Source: an optimization exercise on an open RTL-to-GDS flow (aim: small area). Production flows keep margins and buffers that such runs may drop. In this exercise RTL edits were held to simulation tests only and were not proved equivalent to the original. The flow treats the clock pin as an ideal source. Dropping or thinning the clock tree relies on that and would not hold on a real chip. Power is estimated from default activity; no workload was simulated.

== oak ==
==> flow/design.v <==
module hc_sr042 #(
    parameter [21:0] S0   = 22'h337507,
    parameter [21:0] S1   = 22'h26ea0e,
    parameter [21:0] S601 = 22'h2431c5,
    parameter [21:0] STM2 = 22'h1cdd41
) (
    input            clk,
    input            rst_n,
    input            echo2,
    output reg       trig2,
    output reg       last,       
    output reg [8:0] dis
);
    localparam [21:0] INV = 22'h155555;
    reg  [21:0] y;
    wire [21:0] s = y ^ INV;
    reg  [23:0] acc;
    always @(posedge clk)
        if (!rst_n) y <= S0 ^ INV;
        else        y <= {s[20:0], s[21] ^ s[20] ^ last} ^ INV;
    always @(posedge clk)
        if (!rst_n) last <= 1'b0;
        else        last <= (s == STM2);
    always @(posedge clk or negedge rst_n)
        if (!rst_n) trig2 <= 1'b0;
        else        trig2 <= (s == S1) | (trig2 & (s != S601));
    wire [24:0] cy;
    wire [23:0] sum;
    assign sum[0] = acc[0] ^ echo2;
    assign cy[1]  = acc[0] & echo2;
    assign sum[1] = acc[1] ^ echo2 ^ cy[1];
    assign cy[2]  = (acc[1] & echo2) | (cy[1] & (acc[1] ^ echo2));
    assign sum[2] = acc[2] ^ cy[2];
    assign cy[3]  = acc[2] & cy[2];
    assign sum[3] = acc[3] ^ echo2 ^ cy[3];
    assign cy[4]  = (acc[3] & echo2) | (cy[3] & (acc[3] ^ echo2));
    genvar i;
    generate for (i = 4; i < 24; i = i + 1) begin : inc
        assign sum[i]  = acc[i] ^ cy[i];
        assign cy[i+1] = acc[i] & cy[i];
    end endgenerate
    always @(posedge clk)
        if (!rst_n || (!echo2 && last)) acc <= 24'd0;
        else                            acc <= sum;
    wire [8:0] d    = acc[23:15];
    wire       ge   = d[8] & d[7] & (d[6] | d[5] | d[4]);    
    wire [8:0] fold = ge ? {2'b00, d[6:4] - 3'd1, d[3:0]} : d;
    always @(posedge clk)
        if (s == STM2) dis <= fold;
endmodule
module bcd2(
    input  clk,
    input  rst_n,
    output phase_end
);
    localparam [4:0] INV = 5'b10101;
    reg  [4:0] q;
    wire [4:0] p = q ^ INV;
    assign phase_end = (p == 5'b10110);
    always @(posedge clk)
        if (!rst_n) q <= 5'b01101 ^ INV;
        else        q <= {p[3:0], p[4] ^ p[2] ^ phase_end} ^ INV;
endmodule
module smg2(
    input            clk,
    input            rst_n,
    input      [8:0] dis,
    input            load,
    output reg [8:0] disp,
    output reg       led0
);
    always @(posedge clk or negedge rst_n)
        if (!rst_n)    disp <= 9'd0;
        else if (load) disp <= dis;
    always @(posedge clk or negedge rst_n)
        if (!rst_n) led0 <= 1'b0;
        else        led0 <= (disp <= 9'd40);
endmodule
module top2(
    input        clk,
    input        rst_n,
    input        echo2,
    output       trig2,
    output       led0,
    output [9:0] hz
);
    wire       last, phase_end;
    wire [8:0] dis;
    wire [8:0] disp;
    reg        wait1, wait2;
    hc_sr042 HC_SR04_inst(
        .clk(clk), .rst_n(rst_n), .echo2(echo2),
        .trig2(trig2), .last(last), .dis(dis));
    bcd2 bin_bcd_inst(
        .clk(clk), .rst_n(rst_n), .phase_end(phase_end));
    always @(posedge clk)
        if (!rst_n) begin
            wait1 <= 1'b0;
            wait2 <= 1'b0;
        end else begin
            if (last)           wait1 <= 1'b1;
            else if (phase_end) wait1 <= 1'b0;
            if (phase_end)      wait2 <= wait1;
        end
    smg2 x7seg_msg_inst(
        .clk(clk), .rst_n(rst_n), .dis(dis), .load(phase_end & wait2),
        .disp(disp), .led0(led0));
    assign hz = {1'b0, disp};
endmodule
export LEC_CHECK = 0
export CAP_MARGIN = 20
export CORE_MARGIN = 2
export CORE_UTILIZATION = 65
export GPL_TIMING_DRIVEN = 0
export SLEW_MARGIN = 20
create_clock -name core_clock -period 10.0 [get_ports {clk}]
standard.sh (not shown) runs the stock make flow with config.mk's settings and CLKGATE_MAP_FILE= SYNTH_SCRIPT=/design/flow/synth_recipe.tcl, a recipe that flattens the netlist after the stock synthesis.
==> flow/flow/run.sh <==
#!/bin/bash
# Standard ORFS layout (the standard.sh) with these changes:
# - synthesis maps logic with an area-oriented ABC script (flow/synth_area.tcl,
#   flow/area.abc); registers are the standard synthesis's;
# - combinational cells are downsized after synthesis and synthesis buffers
#   removed (flow/pre_floorplan.tcl); the flow's repair sizes up what timing
#   needs;
# - port buffers are minimum-size buffers;
# - the clock tree is a few clock buffers, each driving an equal share of
#   the flip-flops (flow/pre_cts.tcl), in place of TritonCTS's H-tree.
# Logs: standard.log here, and ORFS's per-step logs under orfs/logs.
set -uo pipefail
W=$(pwd)
F=$W/flow
bash standard.sh \
  "SYNTH_SCRIPT=$F/synth_area.tcl" \
  "FLOW_SYNTH_TCL=$W/synth_recipe.tcl" \
  "AREA_ABC_SCRIPT=$F/area.abc" \
  "PRE_FLOORPLAN_TCL=$F/pre_floorplan.tcl" \
  REMOVE_ABC_BUFFERS=1 \
  "BUFFER_PORTS_ARGS=-buffer_cell sky130_fd_sc_hd__buf_1" \
  "PRE_CTS_TCL=$F/pre_cts.tcl" \
  CLK_LEAF_BUF=${CLK_LEAF_BUF:-sky130_fd_sc_hd__clkbuf_8} CLK_NCLUSTERS=${CLK_NCLUSTERS:-4} \
  finish > standard.log 2>&1
==> flow/flow/area.abc <==
strash
dch
amap
topo
==> flow/flow/synth_area.tcl <==
# The standard flow's synthesis (synth_recipe.tcl, sourced below unchanged), with ABC's
# technology mapping run with an area-oriented script (AREA_ABC_SCRIPT) in
# place of ORFS's delay-oriented one, which with its 10 ps delay target
# upsizes most cells. Everything before ABC (and so every register, its
# name and its cell) is the standard synthesis; ABC maps only the logic
# between registers.
proc abc {args} {
  set i [lsearch -exact $args -script]
  if {$i >= 0} { lset args [expr {$i + 1}] $::env(AREA_ABC_SCRIPT) }
  set j [lsearch -exact $args -D]
  if {$j >= 0} { set args [lreplace $args $j [expr {$j + 1}]] }
  yosys abc {*}$args
}
source $::env(FLOW_SYNTH_TCL)
Other scripts of this flow, unchanged in this note and not shown: flow/flow/pre_cts.tcl, flow/flow/pre_floorplan.tcl
oak closes out successfully: all stages finished, all timing, DRC and antenna checks passed.
Here is what was changed in the inputs of pine compared with oak.
- CAP_MARGIN now 0, was 20
- SLEW_MARGIN now 0, was 20
diff --git a/flow/flow/run.sh b/flow/flow/run.sh
--- a/flow/flow/run.sh
+++ b/flow/flow/run.sh
@@ -1,5 +1,6 @@
 #!/bin/bash
 # Standard ORFS layout (the standard.sh) with these changes:
-# - synthesis maps logic with an area-oriented ABC script (flow/synth_area.tcl,
+# - synthesis maps logic with an area-oriented ABC script and without
+#   fixed adder cells (flow/synth_area.tcl,
 #   flow/area.abc); registers are the standard synthesis's;
 # - combinational cells are downsized after synthesis and synthesis buffers
==> flow/flow/area.abc <==
strash
dc2
dch
amap
topo
==> flow/flow/synth_area.tcl <==
# The standard flow's synthesis (synth_recipe.tcl, sourced below unchanged) with two
# changes to how the logic between registers is mapped to cells:
# - ABC runs an area-oriented script (AREA_ABC_SCRIPT) in place of ORFS's
#   delay-oriented one, which with its 10 ps delay target upsizes most
#   cells;
# - Yosys's extract_fa is skipped, so ABC maps the counters' adder logic
#   together with the logic around it instead of as fixed half/full-adder
#   cells.
# Every register, its name and its cell are those of the standard
# synthesis: both changes only affect combinational logic.
proc abc {args} {
  set i [lsearch -exact $args -script]
  if {$i >= 0} { lset args [expr {$i + 1}] $::env(AREA_ABC_SCRIPT) }
  set j [lsearch -exact $args -D]
  if {$j >= 0} { set args [lreplace $args $j [expr {$j + 1}]] }
  yosys abc {*}$args
}
proc extract_fa {args} { puts "extract_fa skipped" }
source $::env(FLOW_SYNTH_TCL)
- pine gives less cell count along the critical path than oak did.
- oak → pine: post-layout minimum cycle time has decreased, leakage power total has decreased, first-pass GRT wire length has remained practically unchanged, via count has increased, routed wire length has increased.
- Compared with oak, in pine overall power of the completed layout decreased about 1%, utilization of the core after routing saw an increase, max-capacitance violation count shows no meaningful change, smallest setup slack after layout has increased.
- Final cell area: pine below oak
Edits applied to the flow inputs when going from pine to birch:
- changing CAP_MARGIN from 0 to 20
- changing SLEW_MARGIN from 0 to 20
==> comparison <==
- birch was carried through to the last stage, and its layout satisfied the timing, design-rule and antenna checks.
- Changes observed in birch relative to pine: fmax did not really move; cell area went up; sequential share of power did not really move; final cell count went up.
- Compared birch against pine; post-route worst setup slack within noise.
- Number of distinct library cell variants in the gate-level netlist after synthesis: birch vs pine identical
- pine and birch ended up with nearly the same shortest period the worst path allows.
For maple, these inputs were changed with respect to birch:
- a deleted GPL_TIMING_DRIVEN that had been 0
diff --git a/flow/flow/run.sh b/flow/flow/run.sh
--- a/flow/flow/run.sh
+++ b/flow/flow/run.sh
@@ -1,6 +1,5 @@
 #!/bin/bash
 # Standard ORFS layout (the standard.sh) with these changes:
-# - synthesis maps logic with an area-oriented ABC script and without
-#   fixed adder cells (flow/synth_area.tcl,
+# - synthesis maps logic with an area-oriented ABC script (flow/synth_area.tcl,
 #   flow/area.abc); registers are the standard synthesis's;
 # - combinational cells are downsized after synthesis and synthesis buffers
==> flow/flow/area.abc <==
strash
dch
amap
topo
==> flow/flow/synth_area.tcl <==
# The standard flow's synthesis (synth_recipe.tcl, sourced below unchanged), with ABC's
# technology mapping run with an area-oriented script (AREA_ABC_SCRIPT) in
# place of ORFS's delay-oriented one, which with its 10 ps delay target
# upsizes most cells. Everything before ABC (and so every register, its
# name and its cell) is the standard synthesis; ABC maps only the logic
# between registers.
proc abc {args} {
  set i [lsearch -exact $args -script]
  if {$i >= 0} { lset args [expr {$i + 1}] $::env(AREA_ABC_SCRIPT) }
  set j [lsearch -exact $args -D]
  if {$j >= 0} { set args [lreplace $args $j [expr {$j + 1}]] }
  yosys abc {*}$args
}
source $::env(FLOW_SYNTH_TCL)
Notes after the runs:
- In maple, met1 track demand over resource in global routing is lower than in birch.
- maple vs birch: design area up in maple
- Compared with birch, switching power summed over all nets in maple increased slightly.
No run of this note takes its clock network from TritonCTS; it comes from the design's own scripts or RTL.

[separate check: timing with driven ports]
Ports are ideal in the flow. The routed layouts listed here were re-timed in OpenROAD.
Step 1 (the two cells are an assumption about what drives the block):
set clk [get_ports {clk}]
set_driving_cell -lib_cell sky130_fd_sc_hd__clkbuf_16 $clk
set_driving_cell -lib_cell sky130_fd_sc_hd__buf_2 [delete_from_list [all_inputs] $clk]
Step 2 adds t to the input delays and takes it off the output delays; t is the mean of the earliest and latest rising clock arrival at the registers after step 1. Input paths then give back, and output paths get back, about the clock's delay inside the block.
Slacks: no drivers / after step 1 / after step 2; pairs: no drivers / after step 1.
run	shift t [ns]	setup WS [ns]	worst setup path at the end	worst register clock-pin slew, ns	pins driven straight from the clock port
oak	0.211	3.047 / 3.077 / 2.865	input to register	0.11 / 0.11	4
pine	0.216	5.002 / 5.033 / 4.817	input to register	0.11 / 0.11	4
birch	0.217	5.003 / 5.039 / 4.821	input to register	0.11 / 0.11	4
maple	0.213	3.102 / 3.135 / 2.921	input to register	0.11 / 0.11	4
After both steps every run listed still meets setup and hold. The setup slack of pine, which loses most, moves by +0.031 ns with the drivers and by -0.185 ns with both steps.
